Source: an optimization exercise on an open RTL-to-GDS flow (aim: small area). Production flows keep margins and buffers that such runs may drop.
Where RTL was checked, it was by simulation tests only, not by an equivalence proof against the original.
Power is estimated from default activity; no workload was simulated.

==> run C: inputs <==
Design Screen, start of the top module:
module Screen(clk, reset, hsync, vsync, xball, yball, xpat, ypat, colors);
Settings: LEC_CHECK=0, CAP_MARGIN=20, CORE_MARGIN=2, CORE_UTILIZATION=40, SLEW_MARGIN=20; clock period 16.0 ns.
standard.sh (not shown) runs the stock make flow with config.mk's settings and CLKGATE_MAP_FILE= SYNTH_SCRIPT=/design/flow/synth_recipe.tcl, a recipe that flattens the netlist after the stock synthesis.
==> flow/flow/run.sh <==
#!/bin/bash
# The standard layout (standard.sh), with two changes:
#  - synthesis runs flow/synth.tcl (see there): the standard script with
#    an area-oriented ABC mapping and the ripple adders as full-adder cells;
#  - port buffers are buf_1 cells instead of the default delay cells.
# All tool output goes to the ORFS logs and to standard.log here.
set -euo pipefail
F=$(cd "$(dirname "${BASH_SOURCE[0]}")" && pwd)
bash standard.sh SYNTH_SCRIPT=$F/synth.tcl \
  "BUFFER_PORTS_ARGS=-buffer_cell sky130_fd_sc_hd__buf_1" finish > standard.log 2>&1
==> flow/flow/adders.v <==
// The ripple adders of Screen.v (nsub11, nsub10) as full-adder cells.
module nsub11(an, b, s);
    input [10:0] an, b;
    output [11:0] s;
    wire [11:0] c;
    sky130_fd_sc_hd__ha_1 B0(.A(an[0]), .B(b[0]), .SUM(s[0]), .COUT(c[1]));
    sky130_fd_sc_hd__fa_1 B1(.A(an[1]), .B(b[1]), .CIN(c[1]), .SUM(s[1]), .COUT(c[2]));
    sky130_fd_sc_hd__fa_1 B2(.A(an[2]), .B(b[2]), .CIN(c[2]), .SUM(s[2]), .COUT(c[3]));
    sky130_fd_sc_hd__fa_1 B3(.A(an[3]), .B(b[3]), .CIN(c[3]), .SUM(s[3]), .COUT(c[4]));
    sky130_fd_sc_hd__fa_1 B4(.A(an[4]), .B(b[4]), .CIN(c[4]), .SUM(s[4]), .COUT(c[5]));
    sky130_fd_sc_hd__fa_1 B5(.A(an[5]), .B(b[5]), .CIN(c[5]), .SUM(s[5]), .COUT(c[6]));
    sky130_fd_sc_hd__fa_1 B6(.A(an[6]), .B(b[6]), .CIN(c[6]), .SUM(s[6]), .COUT(c[7]));
    sky130_fd_sc_hd__fa_1 B7(.A(an[7]), .B(b[7]), .CIN(c[7]), .SUM(s[7]), .COUT(c[8]));
    sky130_fd_sc_hd__fa_1 B8(.A(an[8]), .B(b[8]), .CIN(c[8]), .SUM(s[8]), .COUT(c[9]));
    sky130_fd_sc_hd__fa_1 B9(.A(an[9]), .B(b[9]), .CIN(c[9]), .SUM(s[9]), .COUT(c[10]));
    sky130_fd_sc_hd__fa_1 B10(.A(an[10]), .B(b[10]), .CIN(c[10]), .SUM(s[10]), .COUT(c[11]));
    assign s[11] = c[11];
endmodule
module nsub10(an, b, s);
    input [9:0] an, b;
    output [10:0] s;
    wire [10:0] c;
    sky130_fd_sc_hd__ha_1 B0(.A(an[0]), .B(b[0]), .SUM(s[0]), .COUT(c[1]));
    sky130_fd_sc_hd__fa_1 B1(.A(an[1]), .B(b[1]), .CIN(c[1]), .SUM(s[1]), .COUT(c[2]));
    sky130_fd_sc_hd__fa_1 B2(.A(an[2]), .B(b[2]), .CIN(c[2]), .SUM(s[2]), .COUT(c[3]));
    sky130_fd_sc_hd__fa_1 B3(.A(an[3]), .B(b[3]), .CIN(c[3]), .SUM(s[3]), .COUT(c[4]));
    sky130_fd_sc_hd__fa_1 B4(.A(an[4]), .B(b[4]), .CIN(c[4]), .SUM(s[4]), .COUT(c[5]));
    sky130_fd_sc_hd__fa_1 B5(.A(an[5]), .B(b[5]), .CIN(c[5]), .SUM(s[5]), .COUT(c[6]));
    sky130_fd_sc_hd__fa_1 B6(.A(an[6]), .B(b[6]), .CIN(c[6]), .SUM(s[6]), .COUT(c[7]));
    sky130_fd_sc_hd__fa_1 B7(.A(an[7]), .B(b[7]), .CIN(c[7]), .SUM(s[7]), .COUT(c[8]));
    sky130_fd_sc_hd__fa_1 B8(.A(an[8]), .B(b[8]), .CIN(c[8]), .SUM(s[8]), .COUT(c[9]));
    sky130_fd_sc_hd__fa_1 B9(.A(an[9]), .B(b[9]), .CIN(c[9]), .SUM(s[9]), .COUT(c[10]));
    assign s[10] = c[10];
endmodule
==> flow/flow/area.abc <==
strash
dc2
balance
rewrite
refactor
balance
rewrite
rewrite -z
balance
refactor -z
rewrite -z
balance
&get -n
&deepsyn -T 30
&put
dch
amap
strash
dch
amap
topo
==> flow/flow/synth.tcl <==
# The standard synthesis (synth_recipe.tcl), with these changes:
#  - the combinational mapping runs an area-oriented ABC script (area.abc)
#    instead of ORFS's delay-oriented one, without the Kogge-Stone adder
#    map and without extract_fa;
#  - the ripple adder modules nsub11/nsub10 are mapped to full-adder
#    cells (adders.v).
# Registers are mapped as before.
set ::area_abc [file join [file dirname [file normalize [info script]]] area.abc]
set ::adders [file join [file dirname [file normalize [info script]]] adders.v]
set ::adders_done 0
proc synth {args} {
  # the first call, before flattening: the ripple adders become
  # full-adder cells
  if { !$::adders_done } {
    set ::adders_done 1
    yosys read_verilog -overwrite $::adders
  }
  set i [lsearch -exact $args -extra-map]
  if { $i >= 0 } { set args [lreplace $args $i [expr {$i + 1}]] }
  yosys synth -nofsm -noshare {*}$args
}
# no full/half adder cells: ABC maps the adders' gates with the rest
proc extract_fa {args} {}
proc abc {args} {
  set out {}
  set skip 0
  foreach a $args {
    if { $skip } { set skip 0; continue }
    if { $a eq "-script" || $a eq "-D" || $a eq "-constr" } { set skip 1; continue }
    lappend out $a
  }
  yosys abc -script $::area_abc {*}$out
}
source $::env(SCRIPTS_DIR)/synth.tcl
# left out here: clear keep_hierarchy, flatten, clean up, hide names made inside functions, write 1_2_yosys.v
==> inputs of run X, as changes to run C <==
--- a/flow/design.v
+++ b/flow/design.v
@@ -1,45 +1,53 @@
-module vga(clk, reset, hsync, vsync, hn, vn);
+module vga(clk, reset, hsync, vsync, hcnt, vcnt);
     input clk, reset;
     output hsync, vsync;
-    output reg [10:0] hn;
-    output reg [9:0] vn;
-    wire [10:0] h = ~hn;
-    wire [9:0] v = ~vn;
-    wire hend = h[10] & h[9] & h[7] & (&h[3:0]);
-    wire vend = v[9] & v[8] & v[5] & v[4] & v[3] & v[1] & v[0];
+    output reg [10:0] hcnt;
+    output reg [9:0] vcnt;
+    wire hend = hcnt[10] & hcnt[9] & hcnt[7] & (&hcnt[3:0]);
+    wire vend = vcnt[9] & vcnt[8] & vcnt[5] & vcnt[4] & vcnt[3] & vcnt[1] & vcnt[0];
     wire hclr = reset | hend;
     wire vclr = reset | (hend & vend);
     wire [11:0] hc;
     wire [10:0] vc;
     assign hc[0] = 1'b1;
     assign vc[0] = hend;
     genvar i;
     generate
         for (i = 0; i < 11; i = i + 1) begin : hbit
-            assign hc[i+1] = hc[i] & h[i];
-            always @(posedge clk) hn[i] <= hclr | ~(h[i] ^ hc[i]);
+            assign hc[i+1] = hc[i] & hcnt[i];
+            always @(posedge clk) hcnt[i] <= ~hclr & (hcnt[i] ^ hc[i]);
         end
         for (i = 0; i < 10; i = i + 1) begin : vbit
-            assign vc[i+1] = vc[i] & v[i];
-            always @(posedge clk) vn[i] <= vclr | ~(v[i] ^ vc[i]);
+            assign vc[i+1] = vc[i] & vcnt[i];
+            always @(posedge clk) vcnt[i] <= ~vclr & (vcnt[i] ^ vc[i]);
         end
     endgenerate
-    assign hsync = ~(h >= 11'd1344 && h <= 11'd1479);
-    assign vsync = ~(v >= 10'd801 && v <= 10'd802);
+    assign hsync = ~(hcnt >= 11'd1344 && hcnt <= 11'd1479);
+    assign vsync = ~(vcnt >= 10'd801 && vcnt <= 10'd802);
 endmodule
 module Screen(clk, reset, hsync, vsync, xball, yball, xpat, ypat, colors);
     input clk, reset;
     input [10:0] xball, yball, xpat, ypat;
     output hsync, vsync;
     output [11:0] colors;
-    wire [10:0] hn;
-    wire [9:0] vn;
-    wire [10:0] hcnt = ~hn;
-    wire [9:0] vcnt = ~vn;
-    vga VGA(clk, reset, hsync, vsync, hn, vn);
+    wire [10:0] hcnt;
+    wire [9:0] vcnt;
+    vga VGA(clk, reset, hsync, vsync, hcnt, vcnt);
+    function [11:0] sub11;
+        input [10:0] a, b;
+        reg c; integer i;
+        begin
+            c = 1'b1;
+            for (i = 0; i < 11; i = i + 1) begin
+                sub11[i] = a[i] ^ ~b[i] ^ c;
+                c = (a[i] & ~b[i]) | (c & (a[i] ^ ~b[i]));
+            end
+            sub11[11] = ~c;
+        end
+    endfunction
     function [1:0] ball;
         input [4:0] a, b;
         reg [5:0] t [0:1];
         begin
             case (a)
                 5'd0: begin t[0] = 21; t[1] = 23; end
@@ -145,24 +153,16 @@
                 default: begin t[0] = 0; t[1] = 0; end
             endcase
             pad[0] = {1'b0, b} < t[0];
             pad[1] = {1'b0, b} < t[1];
         end
     endfunction
-    wire [11:0] exb, exp_;
-    wire [10:0] eybl, eypl;
-    nsub11 SXB(hn, xball, exb);
-    nsub11 SXP(hn, xpat, exp_);
-    nsub10 SYB(vn, yball[9:0], eybl);
-    nsub10 SYP(vn, ypat[9:0], eypl);
-    wire [11:0] eyb = {yball[10] | eybl[10], ~(yball[10] ^ eybl[10]), eybl[9:0]};
-    wire [11:0] eyp = {ypat[10] | eypl[10], ~(ypat[10] ^ eypl[10]), eypl[9:0]};
-    wire [11:0] dxb = {exb[11], ~exb[10:0]};
-    wire [11:0] dyb = {eyb[11], ~eyb[10:0]};
-    wire [11:0] dxp = {exp_[11], ~exp_[10:0]};
-    wire [11:0] dyp = {eyp[11], ~eyp[10:0]};
+    wire [11:0] dxb = sub11(hcnt, xball);
+    wire [11:0] dyb = sub11({1'b0, vcnt}, yball);
+    wire [11:0] dxp = sub11(hcnt, xpat);
+    wire [11:0] dyp = sub11({1'b0, vcnt}, ypat);
     wire bx = (dxb[10:0] <= 11'd22 & ~dxb[11]) | (dxb[10:0] >= 11'd2026);
     wire by = (dyb[10:0] <= 11'd22 & ~dyb[11]) | (dyb[10:0] >= 11'd2026);
     wire px = (dxp[10:0] <= 11'd65 & ~dxp[11]) | (dxp[10:0] >= 11'd1983);
     wire py = (dyp[10:0] <= 11'd65 & ~dyp[11]) | (dyp[10:0] >= 11'd1983);
     wire [4:0] axb = dxb[11] ? -dxb[4:0] : dxb[4:0];
     wire [4:0] ayb = dyb[11] ? -dyb[4:0] : dyb[4:0];
@@ -198,34 +198,6 @@
         else if (border)   {cr, cg3, cgl, cb} <= 4'b0000;
         else if (yellow)   {cr, cg3, cgl, cb} <= 4'b1110;
         else               {cr, cg3, cgl, cb} <= 4'b0001;
     end
     assign colors = {{4{cr}}, cg3, {3{cgl}}, {4{cb}}};
 endmodule
-module nsub11(an, b, s);
-    input [10:0] an, b;
-    output [11:0] s;
-    wire [11:0] c;
-    assign c[0] = 1'b0;
-    genvar i;
-    generate
-        for (i = 0; i < 11; i = i + 1) begin : bit_
-            assign s[i] = an[i] ^ b[i] ^ c[i];
-            assign c[i+1] = (an[i] & b[i]) | (c[i] & (an[i] ^ b[i]));
-        end
-    endgenerate
-    assign s[11] = c[11];
-endmodule
-module nsub10(an, b, s);
-    input [9:0] an, b;
-    output [10:0] s;
-    wire [10:0] c;
-    assign c[0] = 1'b0;
-    genvar i;
-    generate
-        for (i = 0; i < 10; i = i + 1) begin : bit_
-            assign s[i] = an[i] ^ b[i] ^ c[i];
-            assign c[i+1] = (an[i] & b[i]) | (c[i] & (an[i] ^ b[i]));
-        end
-    endgenerate
-    assign s[10] = c[10];
-endmodule
==> flow/flow/run.sh (replaced) <==
#!/bin/bash
# The standard layout (standard.sh), with two changes:
#  - synthesis runs flow/synth.tcl: the standard script with an
#    area-oriented ABC mapping (flow/area.abc) and no adder cells;
#  - port buffers are buf_1 cells instead of the default delay cells.
set -euo pipefail
F=$(cd "$(dirname "${BASH_SOURCE[0]}")" && pwd)
bash standard.sh SYNTH_SCRIPT=$F/synth.tcl \
  "BUFFER_PORTS_ARGS=-buffer_cell sky130_fd_sc_hd__buf_1" finish > standard.log 2>&1
==> flow/flow/area.abc (replaced) <==
strash
dc2
balance
rewrite
refactor
balance
rewrite
rewrite -z
balance
refactor -z
rewrite -z
balance
&get -n
&deepsyn -T 60
&put
dch
amap
strash
dch
amap
topo
==> flow/flow/synth.tcl (replaced) <==
# The standard synthesis (synth_recipe.tcl), with these changes: the
# combinational mapping runs an area-oriented ABC script (area.abc here)
# instead of ORFS's delay-oriented one. Registers are mapped as before.
set ::area_abc [file join [file dirname [file normalize [info script]]] area.abc]
proc synth {args} {
  set i [lsearch -exact $args -extra-map]
  if { $i >= 0 } { set args [lreplace $args $i [expr {$i + 1}]] }
  yosys synth -nofsm -noshare {*}$args
}
# no full/half adder cells: ABC maps the adders' gates with the rest
proc extract_fa {args} {}
proc abc {args} {
  set out {}
  set skip 0
  foreach a $args {
    if { $skip } { set skip 0; continue }
    if { $a eq "-script" || $a eq "-D" || $a eq "-constr" } { set skip 1; continue }
    lappend out $a
  }
  yosys abc -script $::area_abc {*}$out
}
source $::env(SCRIPTS_DIR)/synth.tcl
# left out here: clear keep_hierarchy, flatten, clean up, hide names made inside functions, write 1_2_yosys.v
- CORE_UTILIZATION: 40 -> 65
removed: flow/flow/adders.v
==> summary of the runs <==
Run C ran to the end with no violations. Run X finished clean.
In run C the register-to-register slack is worse than in run X, by 2.3 ns.
Power is about the same in run X and run C.
In run C the sequential share of layout area is higher than in run X, by 0.36 points.
In non-clock buffer count, run X and run C do not differ.
Between run X and run C, the lower maximum frequency is in run C (gap about 25%, measured against run C).
Function not checked in run X: the RTL went through the layout flow alone.

========
==> 03-12: inputs <==
Another version of the RTL of Screen (not shown whole).
clock: 16.0 ns
lec_check: 0
cap_margin: 20
core_margin: 2
core_utilization: 40
cts_buf_list: sky130_fd_sc_hd__clkbuf_16
cts_cluster_diameter: 200
cts_cluster_size: 50
slew_margin: 20
==> flow/flow/run.sh <==
#!/bin/bash
# The standard layout (standard.sh), with two changes:
#  - synthesis runs flow/synth.tcl (see there): the standard script with
#    an area-oriented ABC mapping and the ripple adders as full-adder cells;
#  - port buffers are buf_1 cells instead of the default delay cells.
# All tool output goes to the ORFS logs and to standard.log here.
set -euo pipefail
F=$(cd "$(dirname "${BASH_SOURCE[0]}")" && pwd)
bash standard.sh SYNTH_SCRIPT=$F/synth.tcl \
  "BUFFER_PORTS_ARGS=-buffer_cell sky130_fd_sc_hd__buf_1" finish > standard.log 2>&1
Other scripts of this flow, unchanged in this note and not shown: flow/flow/adders.v, flow/flow/area.abc, flow/flow/synth.tcl
==> 09-19: changes against 03-12 <==
Settings changed: CTS_BUF_LIST sky130_fd_sc_hd__clkbuf_16 to default, CTS_CLUSTER_DIAMETER 200 to default, CTS_CLUSTER_SIZE 50 to default.
==> 09-16: changes against 03-12 <==
Settings changed: CTS_BUF_LIST sky130_fd_sc_hd__clkbuf_16 to sky130_fd_sc_hd__clkbuf_8 sky130_fd_sc_hd__clkbuf_4, CTS_CLUSTER_DIAMETER 200 to default, CTS_CLUSTER_SIZE 50 to default.
==> summary.md <==
| Metric | Value |
|---|---|
| Clk tree area frac | `roughly 1.2%` |
| Final non-clock buffer share | `5.94%` |
| Clk pin slew, worst setup/hold paths | `0.11 ns` |
| Outcome | `no timing/DRC/antenna violations` |
| Clock root buffer | `clkbuf_8` |
| Worst rel slew slack | `38.8%` |
(the above is from 09-16)
==> summary.md <==
| Metric | Value |
|---|---|
| Outcome | `no timing/DRC/antenna violations` |
| FF-to-FF End | `cgl$_DFF_P_` |
| FF-to-FF Start | `VGA.hn[0]$_DFF_P_` |
| Clk pin slew, worst setup/hold paths | `0.11 ns` |
| Worst rel slew slack | `38.8%` |
| PD cells | `55.0 nW/um^2` |
| Final non-clock buffer share | `5.94%` |
(the above is from 09-19)
==> summary.md <==
| Metric | Value |
|---|---|
| Outcome | `no timing/DRC/antenna violations` |
| Clk pin slew, worst setup/hold paths | `0.07 ns` |
| Worst rel slew slack | `between 30% and 40%` |
| Final non-clock buffer share | `5.89%` |
(the above is from 03-12)

==> what the ideal ports hide <==
Ports are ideal in the flow. The routed layouts listed here were re-timed in OpenROAD.
Step 1: set_driving_cell puts a clkbuf_16 on clk and a buf_2 on each other input, an assumption about the parent block.
Step 2 moves the port delays by t, midway between the first and last clock arrival at a register: inputs arrive t later, outputs are due t later. That takes back most of the time a late clock gives input paths.
a / b / c = no drivers / after step 1 / after step 2; a / b = the first two.
run | shift t [ns] | slack for setup (ns) | clock arrival spread, ns | worst register clock-pin slew, ns
run C | 0.304 | 4.123 / 4.127 / 3.823 | 0.004 / 0.003 | 0.10 / 0.10
run X | 0.317 | 6.536 / 6.541 / 6.224 | 0.019 / 0.018 | 0.11 / 0.11
03-12 | 0.299 | 5.217 / 5.231 / 4.932 | 0.006 / 0.006 | 0.07 / 0.07
09-19 | 0.303 | 5.188 / 5.197 / 4.894 | 0.014 / 0.014 | 0.11 / 0.11
09-16 | 0.303 | 5.188 / 5.197 / 4.894 | 0.014 / 0.014 | 0.11 / 0.11
After both steps setup and hold are still met in every run listed. For run X, which loses most, drivers alone change the setup slack by +0.005 ns; drivers and shift together by -0.312 ns.
